What follows belongs to an exercise in optimizing a design on an open flow for small area and a short achievable clock period; a production flow would make more cautious choices.
Function was checked by simulation only, so behaviour that the tests miss may differ from the original.

Design axis_eth_fcs, start of the top module:
module axis_eth_fcs
(
    input  wire        clk,
    input  wire        rst,
    input  wire [127:0]  input_axis_tdata,
    input  wire [15:0]   input_axis_tstrb,
    input  wire          input_axis_tvalid,
    output wire          input_axis_tready,
    input  wire          input_axis_tlast,
    output wire [31:0] output_fcs,
    output wire        output_fcs_valid
);
reg [31:0] crc_raw;
reg [1:0] crc_pad;
reg crc_restart;
reg fcs_valid_reg;
wire [15:0] s = input_axis_tstrb;
wire [31:0] crc;
wire [31:0] u1, u2, u3;
wire p32 = crc_raw[27] ^ crc_raw[29];
wire p33 = crc_raw[28] ^ crc_raw[30];
wire p34 = crc_raw[25] ^ crc_raw[31];
wire p35 = crc_raw[26] ^ p33;
wire p36 = crc_raw[24] ^ p32;
wire p37 = p34 ^ p36;
wire p38 = crc_raw[26] ^ crc_raw[31];
wire p39 = p32 ^ p38;
wire p40 = crc_raw[24] ^ crc_raw[27];
wire p41 = crc_raw[24] ^ p35;
wire p42 = crc_raw[25] ^ p35;
wire p43 = crc_raw[27] ^ p33;
wire p44 = crc_raw[28] ^ crc_raw[29];
wire p45 = p34 ^ p35;
wire p46 = crc_raw[26] ^ crc_raw[30];
wire p47 = crc_raw[30] ^ p32;
wire p48 = crc_raw[28] ^ p40;
assign u1[0] = p37;
assign u1[1] = p42;
assign u1[2] = p39;
assign u1[3] = p43;
assign u1[4] = crc_raw[31] ^ p44;
assign u1[5] = crc_raw[29] ^ crc_raw[30];
assign u1[6] = crc_raw[25] ^ crc_raw[30] ^ p36;
assign u1[7] = p45;
assign u1[8] = crc_raw[0] ^ p39;
assign u1[9] = crc_raw[1] ^ crc_raw[24] ^ crc_raw[29] ^ p33 ^ p34;
  ...
Size: ~180 I/O pins.
Settings: LEC_CHECK=0, CAP_MARGIN=20, CORE_MARGIN=2, CORE_UTILIZATION=40, SETUP_SLACK_MARGIN=0.3, SLEW_MARGIN=20; clock period 16.0 ns.
standard.sh (not shown) runs the stock make flow with config.mk's settings and CLKGATE_MAP_FILE= SYNTH_SCRIPT=/design/flow/synth_recipe.tcl, a recipe that flattens the netlist after the stock synthesis.
==> flow/flow/run.sh <==
#!/bin/bash
set -euo pipefail
cd "$(dirname "$0")/.."
if [[ -f flow/extra.mk ]]; then cat flow/extra.mk >> config.mk; fi
mapfile -t ARGS < <(grep -v '^\s*$' flow/args.txt)
bash standard.sh synth > flow_synth.log 2>&1
RES=orfs/results/${FLOW_PLATFORM}/axis_eth_fcs/base
cp $RES/1_2_yosys.v flow_1_2_yosys_standard.v
LIB=$(ls ${FLOW_HOME}/platforms/${FLOW_PLATFORM}/lib/sky130_fd_sc_hd__tt_025C_1v80.lib)
python3 flow/downsize.py $RES/1_2_yosys.v $LIB > flow_downsize.log 2>&1
touch $RES/1_2_yosys.v
bash standard.sh "${ARGS[@]}" finish > flow_finish.log 2>&1
==> flow/flow/args.txt <==
SETUP_SLACK_MARGIN=9.25
BUFFER_PORTS_ARGS=-buffer_cell sky130_fd_sc_hd__buf_2
SLEW_MARGIN=10
CAP_MARGIN=10
==> flow/flow/downsize.py <==
#!/usr/bin/env python3
"""Set every combinational cell of a synthesized netlist to its smallest
drive strength (_1, or _0 where the platform has no _1 ... as listed in the
liberty file); flip-flops keep their cells. The timing repair later sizes up
what the constraints need."""
import re, sys
net, lib = sys.argv[1], sys.argv[2]
cells = set(re.findall(r'^\s*cell\s*\(\s*"?(sky130_fd_sc_hd__\w+?)"?\s*\)', open(lib).read(), re.M))
dont = set(sys.argv[3:])
def smallest(name):
    m = re.match(r'(sky130_fd_sc_hd__[a-z0-9]+?)_(\d+)$', name)
    if not m:
        return name
    base = m.group(1)
    if re.match(r'sky130_fd_sc_hd__(e?df|sdf|dl|conb|tap|fill|decap|clk)', base):
        return name
    for d in ("1", "0"):
        cand = "%s_%s" % (base, d)
        if cand in cells and cand not in dont:
            if int(d) < int(m.group(2)):
                return cand
            return name
    return name
src = open(net).read()
n = [0]
def sub(mo):
    new = smallest(mo.group(1))
    if new != mo.group(1):
        n[0] += 1
    return new + mo.group(2)
out = re.sub(r'\b(sky130_fd_sc_hd__\w+)(\s+[\\\w])', sub, src)
open(net, "w").write(out)
print("downsized", n[0], "cells")
==> flow/flow/extra.mk <==
export DONT_USE_CELLS += sky130_fd_sc_hd__xor3_1 sky130_fd_sc_hd__xor3_2 sky130_fd_sc_hd__xor3_4 sky130_fd_sc_hd__xnor3_1 sky130_fd_sc_hd__xnor3_2 sky130_fd_sc_hd__xnor3_4
Edit:
==> flow/flow/args.txt (replaced) <==
SETUP_SLACK_MARGIN=9.4
BUFFER_PORTS_ARGS=-buffer_cell sky130_fd_sc_hd__buf_2
SLEW_MARGIN=10
CAP_MARGIN=10
Result: Routed wire length rose slightly; design area rose by a few percent; flip-flop and latch count does not change; clock skew stays flat; count of clock-buffer cells in the layout stays the same; worst setup slack gets better by 0.25 ns.
Edit:
==> flow/flow/args.txt (replaced) <==
SETUP_SLACK_MARGIN=9.55
BUFFER_PORTS_ARGS=-buffer_cell sky130_fd_sc_hd__buf_2
SLEW_MARGIN=10
CAP_MARGIN=10
Result:
- The changed run finished clean
- synthesized cell count does not change
- register-to-register slack improves by 0.17 ns
- non-clock buffer count climbs by 16
Edit:
==> flow/flow/args.txt (replaced) <==
SETUP_SLACK_MARGIN=9.25
BUFFER_PORTS_ARGS=-buffer_cell sky130_fd_sc_hd__buf_2
SLEW_MARGIN=10
CAP_MARGIN=10
What happened: The changed run ran to the end with no violations. Register-to-register slack degrades by 0.69 ns. Final area is lower by about 5%. Global-route usage is lower by 0.47 points. Synthesized area is unchanged. Sequential share of layout area is higher by 0.29 points. Via count is lower by 1.4%.

---

axis_eth_fcs, a different RTL version from the one above (not shown whole).
Size in the first run: about 2000 cells after synthesis, ~180 I/O pins.
==> flow/config.mk <==
export PLATFORM = sky130hd
export DESIGN_NAME = axis_eth_fcs
export DESIGN_NICKNAME = axis_eth_fcs
export VERILOG_FILES = /design/flow/design.v
export SDC_FILE = /design/flow/constraint.sdc
export NUM_CORES = 4
export LEC_CHECK = 0
export CAP_MARGIN = 20
export CORE_MARGIN = 2
export CORE_UTILIZATION = 40
export SETUP_SLACK_MARGIN = 0.3
export SLEW_MARGIN = 20
export DONT_USE_CELLS += sky130_fd_sc_hd__xor3_1 sky130_fd_sc_hd__xor3_2 sky130_fd_sc_hd__xor3_4 sky130_fd_sc_hd__xnor3_1 sky130_fd_sc_hd__xnor3_2 sky130_fd_sc_hd__xnor3_4
==> flow/constraint.sdc <==
create_clock -name core_clock -period 16.0 [get_ports {clk}]
set_input_delay 3.2000 -clock core_clock [delete_from_list [all_inputs] [get_ports {clk}]]
set_output_delay 3.2000 -clock core_clock [all_outputs]
set_load 0.01 [all_outputs]
==> flow/flow/args.txt <==
SETUP_SLACK_MARGIN=9.25
BUFFER_PORTS_ARGS=-buffer_cell sky130_fd_sc_hd__buf_2
SLEW_MARGIN=10
CAP_MARGIN=10
Scripts as last shown in full above: flow/flow/run.sh, flow/flow/downsize.py, flow/flow/extra.mk
The first run completed with no timing, DRC or antenna violations.
Next try:
==> flow/flow/run.sh (replaced) <==
#!/bin/bash
set -euo pipefail
cd "$(dirname "$0")/.."
if [[ -f flow/extra.mk ]]; then cat flow/extra.mk >> config.mk; fi
mapfile -t ARGS < <(grep -v '^\s*$' flow/args.txt)
bash standard.sh synth > flow_synth.log 2>&1
bash standard.sh "${ARGS[@]}" finish > flow_finish.log 2>&1
==> flow/flow/args.txt (replaced) <==
SETUP_SLACK_MARGIN=9.25
BUFFER_PORTS_ARGS=-buffer_cell sky130_fd_sc_hd__buf_2
RECOVER_POWER=100
removed: flow/flow/downsize.py
Result: The changed run completed and failed the layout checks on max-capacitance violations, max-slew violations. Count of clock-buffer cells in the layout came out higher by 2. Setup slack loses 2700 ps. Die area came out higher by 4.2%. Synthesized area came out higher by about 4%. Clock skew came out lower by 3.4 ps. Synthesized cell count does not change. Global-route usage came out lower by 1.3 points. Routed wire length came out higher by about 1.9%.
Next try:
==> flow/flow/args.txt (replaced) <==
SETUP_SLACK_MARGIN=9.25
BUFFER_PORTS_ARGS=-buffer_cell sky130_fd_sc_hd__buf_2
PLACE_DENSITY=0.75
=>
- Now the flow completed with no timing, DRC or antenna violations
- non-clock buffer count came out higher by 18
- core utilization rises by 1.9 points
- first-iteration DRC count went up by 11%
- setup slack gets better by 2700 ps

---

Setup of oak:
axis_eth_fcs again, from the RTL that the note above started with.
## axis_eth_fcs
module axis_eth_fcs
(
    input  wire        clk,
    input  wire        rst,
    input  wire [127:0]  input_axis_tdata,
    input  wire [15:0]   input_axis_tstrb,
    input  wire          input_axis_tvalid,
    output wire          input_axis_tready,
    input  wire          input_axis_tlast,
    output wire [31:0] output_fcs,
    output wire        output_fcs_valid
);
Settings: LEC_CHECK=0, CAP_MARGIN=20, CORE_MARGIN=2, CORE_UTILIZATION=40, SETUP_SLACK_MARGIN=0.3, SLEW_MARGIN=20; clock period 16.0 ns.
==> flow/flow/run.sh <==
#!/bin/bash
set -euo pipefail
cd "$(dirname "$0")/.."
if [[ -f flow/extra.mk ]]; then cat flow/extra.mk >> config.mk; fi
mapfile -t ARGS < <(grep -v '^\s*$' flow/args.txt)
bash standard.sh synth > flow_synth.log 2>&1
RES=orfs/results/${FLOW_PLATFORM}/axis_eth_fcs/base
cp $RES/1_2_yosys.v flow_1_2_yosys_standard.v
LIB=$(ls ${FLOW_HOME}/platforms/${FLOW_PLATFORM}/lib/sky130_fd_sc_hd__tt_025C_1v80.lib)
python3 flow/downsize.py $RES/1_2_yosys.v $LIB > flow_downsize.log 2>&1
touch $RES/1_2_yosys.v
bash standard.sh "${ARGS[@]}" finish > flow_finish.log 2>&1
==> flow/flow/args.txt <==
SETUP_SLACK_MARGIN=9.25
BUFFER_PORTS_ARGS=-buffer_cell sky130_fd_sc_hd__buf_2
SLEW_MARGIN=0
CAP_MARGIN=0
==> flow/flow/downsize.py <==
#!/usr/bin/env python3
"""Set every combinational cell of a synthesized netlist to its smallest
drive strength (_1, or _0 where the platform has no _1 ... as listed in the
liberty file); flip-flops keep their cells. The timing repair later sizes up
what the constraints need."""
import re, sys
net, lib = sys.argv[1], sys.argv[2]
cells = set(re.findall(r'^\s*cell\s*\(\s*"?(sky130_fd_sc_hd__\w+?)"?\s*\)', open(lib).read(), re.M))
dont = set(sys.argv[3:])
def smallest(name):
    m = re.match(r'(sky130_fd_sc_hd__[a-z0-9]+?)_(\d+)$', name)
    if not m:
        return name
    base = m.group(1)
    if re.match(r'sky130_fd_sc_hd__(e?df|sdf|dl|conb|tap|fill|decap|clk)', base):
        return name
    for d in ("1", "0"):
        cand = "%s_%s" % (base, d)
        if cand in cells and cand not in dont:
            if int(d) < int(m.group(2)):
                return cand
            return name
    return name
src = open(net).read()
n = [0]
def sub(mo):
    new = smallest(mo.group(1))
    if new != mo.group(1):
        n[0] += 1
    return new + mo.group(2)
out = re.sub(r'\b(sky130_fd_sc_hd__\w+)(\s+[\\\w])', sub, src)
open(net, "w").write(out)
print("downsized", n[0], "cells")
Scripts as last shown in full above: flow/flow/extra.mk
oak ran to completion and came out clean on the timing, DRC and antenna checks.
Input-level comparison between pine and oak:
==> flow/flow/run.sh <==
#!/bin/bash
set -euo pipefail
cd "$(dirname "$0")/.."
if [[ -f flow/extra.mk ]]; then cat flow/extra.mk >> config.mk; fi
mapfile -t ARGS < <(grep -v '^\s*$' flow/args.txt)
bash standard.sh synth > flow_synth.log 2>&1
bash standard.sh "${ARGS[@]}" finish > flow_finish.log 2>&1
==> flow/flow/args.txt <==
SETUP_SLACK_MARGIN=9.25
BUFFER_PORTS_ARGS=-buffer_cell sky130_fd_sc_hd__buf_1
removed: flow/flow/downsize.py
[summary]
- Having completed the whole flow, pine delivered a layout that passed the timing, DRC and antenna checks.
- Compared to oak, pine has final cell count 16 higher.
- pine vs oak — design area climbed slightly
- Sort oak and pine by routing usage on met1 desc -> top: pine
- Length in cells of the worst reg-to-reg path, oak and pine: larger value in pine
- First-iteration DRC count: pine better than oak
- Post-synthesis to final-layout area growth came out lower on pine than on oak.
- Setup slack in pine is smaller than in oak.
- Number of cells in the design after placement ended up about 0.5% higher on pine than on oak.
- Comparing combined area of the multi-input logic cells for oak and pine, the bigger number came from pine.
Changes in birch relative to pine:
==> flow/flow/run.sh <==
#!/bin/bash
set -euo pipefail
cd "$(dirname "$0")/.."
if [[ -f flow/extra.mk ]]; then cat flow/extra.mk >> config.mk; fi
mapfile -t ARGS < <(grep -v '^\s*$' flow/args.txt)
bash standard.sh synth > flow_synth.log 2>&1
RES=orfs/results/${FLOW_PLATFORM}/axis_eth_fcs/base
cp $RES/1_2_yosys.v flow_1_2_yosys_standard.v
LIB=$(ls ${FLOW_HOME}/platforms/${FLOW_PLATFORM}/lib/sky130_fd_sc_hd__tt_025C_1v80.lib)
python3 flow/downsize.py $RES/1_2_yosys.v $LIB > flow_downsize.log 2>&1
touch $RES/1_2_yosys.v
bash standard.sh "${ARGS[@]}" finish > flow_finish.log 2>&1
==> flow/flow/args.txt <==
SETUP_SLACK_MARGIN=9.5
BUFFER_PORTS_ARGS=-buffer_cell sky130_fd_sc_hd__buf_2
==> flow/flow/downsize.py (new file) <==
#!/usr/bin/env python3
"""Set every combinational cell of a synthesized netlist to its smallest
drive strength (_1, or _0 where the platform has no _1 ... as listed in the
liberty file); flip-flops keep their cells. The timing repair later sizes up
what the constraints need."""
import re, sys
net, lib = sys.argv[1], sys.argv[2]
cells = set(re.findall(r'^\s*cell\s*\(\s*"?(sky130_fd_sc_hd__\w+?)"?\s*\)', open(lib).read(), re.M))
dont = set(sys.argv[3:])
def smallest(name):
    m = re.match(r'(sky130_fd_sc_hd__[a-z0-9]+?)_(\d+)$', name)
    if not m:
        return name
    base = m.group(1)
    if re.match(r'sky130_fd_sc_hd__(e?df|sdf|dl|conb|tap|fill|decap|clk)', base):
        return name
    for d in ("1", "0"):
        cand = "%s_%s" % (base, d)
        if cand in cells and cand not in dont:
            if int(d) < int(m.group(2)):
                return cand
            return name
    return name
src = open(net).read()
n = [0]
def sub(mo):
    new = smallest(mo.group(1))
    if new != mo.group(1):
        n[0] += 1
    return new + mo.group(2)
out = re.sub(r'\b(sky130_fd_sc_hd__\w+)(\s+[\\\w])', sub, src)
open(net, "w").write(out)
print("downsized", n[0], "cells")
[summary]
birch finished all stages; however, its layout fails the closing checks, the failures being max-capacitance violations. Signal arrival time at the worst endpoint in birch is 0.33 ns below pine. Compared with pine, birch ends up with more cell area. Compare birch and pine | global-route usage lower: pine. birch vs pine — share of the cycle needed by the critical path after routing dropped 1.9 points. The higher area growth from synthesis to layout came out of birch. The global-route wire length before repair of pine and that of birch are within noise of each other. pine -> birch: horizontal die dimension decreased by a few percent. birch vs pine: total standard cell area after synthesis down. Diff pine -> birch | final-report max-slew violation count | increase of 2. Measured against each other, birch and pine differ in routed wire length on met2, the higher figure coming from pine. Non-clock buffer count | birch above pine.
Changes in maple relative to birch:
==> flow/flow/run.sh <==
#!/bin/bash
set -euo pipefail
cd "$(dirname "$0")/.."
if [[ -f flow/extra.mk ]]; then cat flow/extra.mk >> config.mk; fi
mapfile -t ARGS < <(grep -v '^\s*$' flow/args.txt)
bash standard.sh synth > flow_synth.log 2>&1
bash standard.sh "${ARGS[@]}" finish > flow_finish.log 2>&1
==> flow/flow/args.txt <==
SETUP_SLACK_MARGIN=9.5
BUFFER_PORTS_ARGS=-buffer_cell sky130_fd_sc_hd__buf_2
CORE_UTILIZATION=48
removed: flow/flow/downsize.py
Findings:
Worst setup slack: maple lower than birch. Time the final worst path needs with I/O delays and setup (maple over birch): increase, 0.095 ns. Relative to birch, the number of placement rows of maple is lower by 5. met1 track demand over resource in global routing is higher on maple. maple did not stop at any stage, and its layout met the timing, DRC and antenna checks. birch finished all stages; however, its layout fails the closing checks, the failures being max-capacitance violations. Per the comparison of maple with birch, aggregate routed wire length down about 5%, die area down 13%.

re-timing with driven ports:
The results above use ideal ports. As a check the final layouts listed here were re-extracted and re-timed, cells and wires unchanged. Step 1 assumes that a clkbuf_16 drives the clock port and a buf_2 every other input. Step 2 also shifts input and output timing later by t, the mid clock arrival at the registers, as if the neighbouring blocks saw the same clock. Three values: ideal, step 1, step 2; two values: the first two.
run	t, ns	setup slack, ns	clock arrival spread, ns	cell pins on the clock port's net
the first run of note 1	0.328	9.153 / 9.124 / 8.848	0.004 / 0.003	1
the second run of note 1	0.328	9.402 / 9.381 / 9.096	0.004 / 0.004	1
the third run of note 1	0.328	9.503 / 9.502 / 9.181	0.003 / 0.003	1
the fourth run of note 1	0.328	9.153 / 9.124 / 8.848	0.004 / 0.003	1
the first run of note 2	0.337	9.217 / 9.182 / 8.903	0.013 / 0.013	1
the second run of note 2	0.326	6.483 / 6.505 / 6.179	0.010 / 0.010	1
the third run of note 2	0.332	9.199 / 9.181 / 8.866	0.010 / 0.010	1
oak	0.337	9.217 / 9.182 / 8.903	0.013 / 0.013	1
pine	0.343	9.180 / 9.203 / 8.861	0.009 / 0.009	1
birch	0.329	9.491 / 9.306 / 8.977	0.014 / 0.014	1
maple	0.348	9.396 / 9.418 / 9.070	0.018 / 0.019	1
The setup slack of birch, which loses most, moves by -0.185 ns with the drivers and by -0.514 ns with both steps.
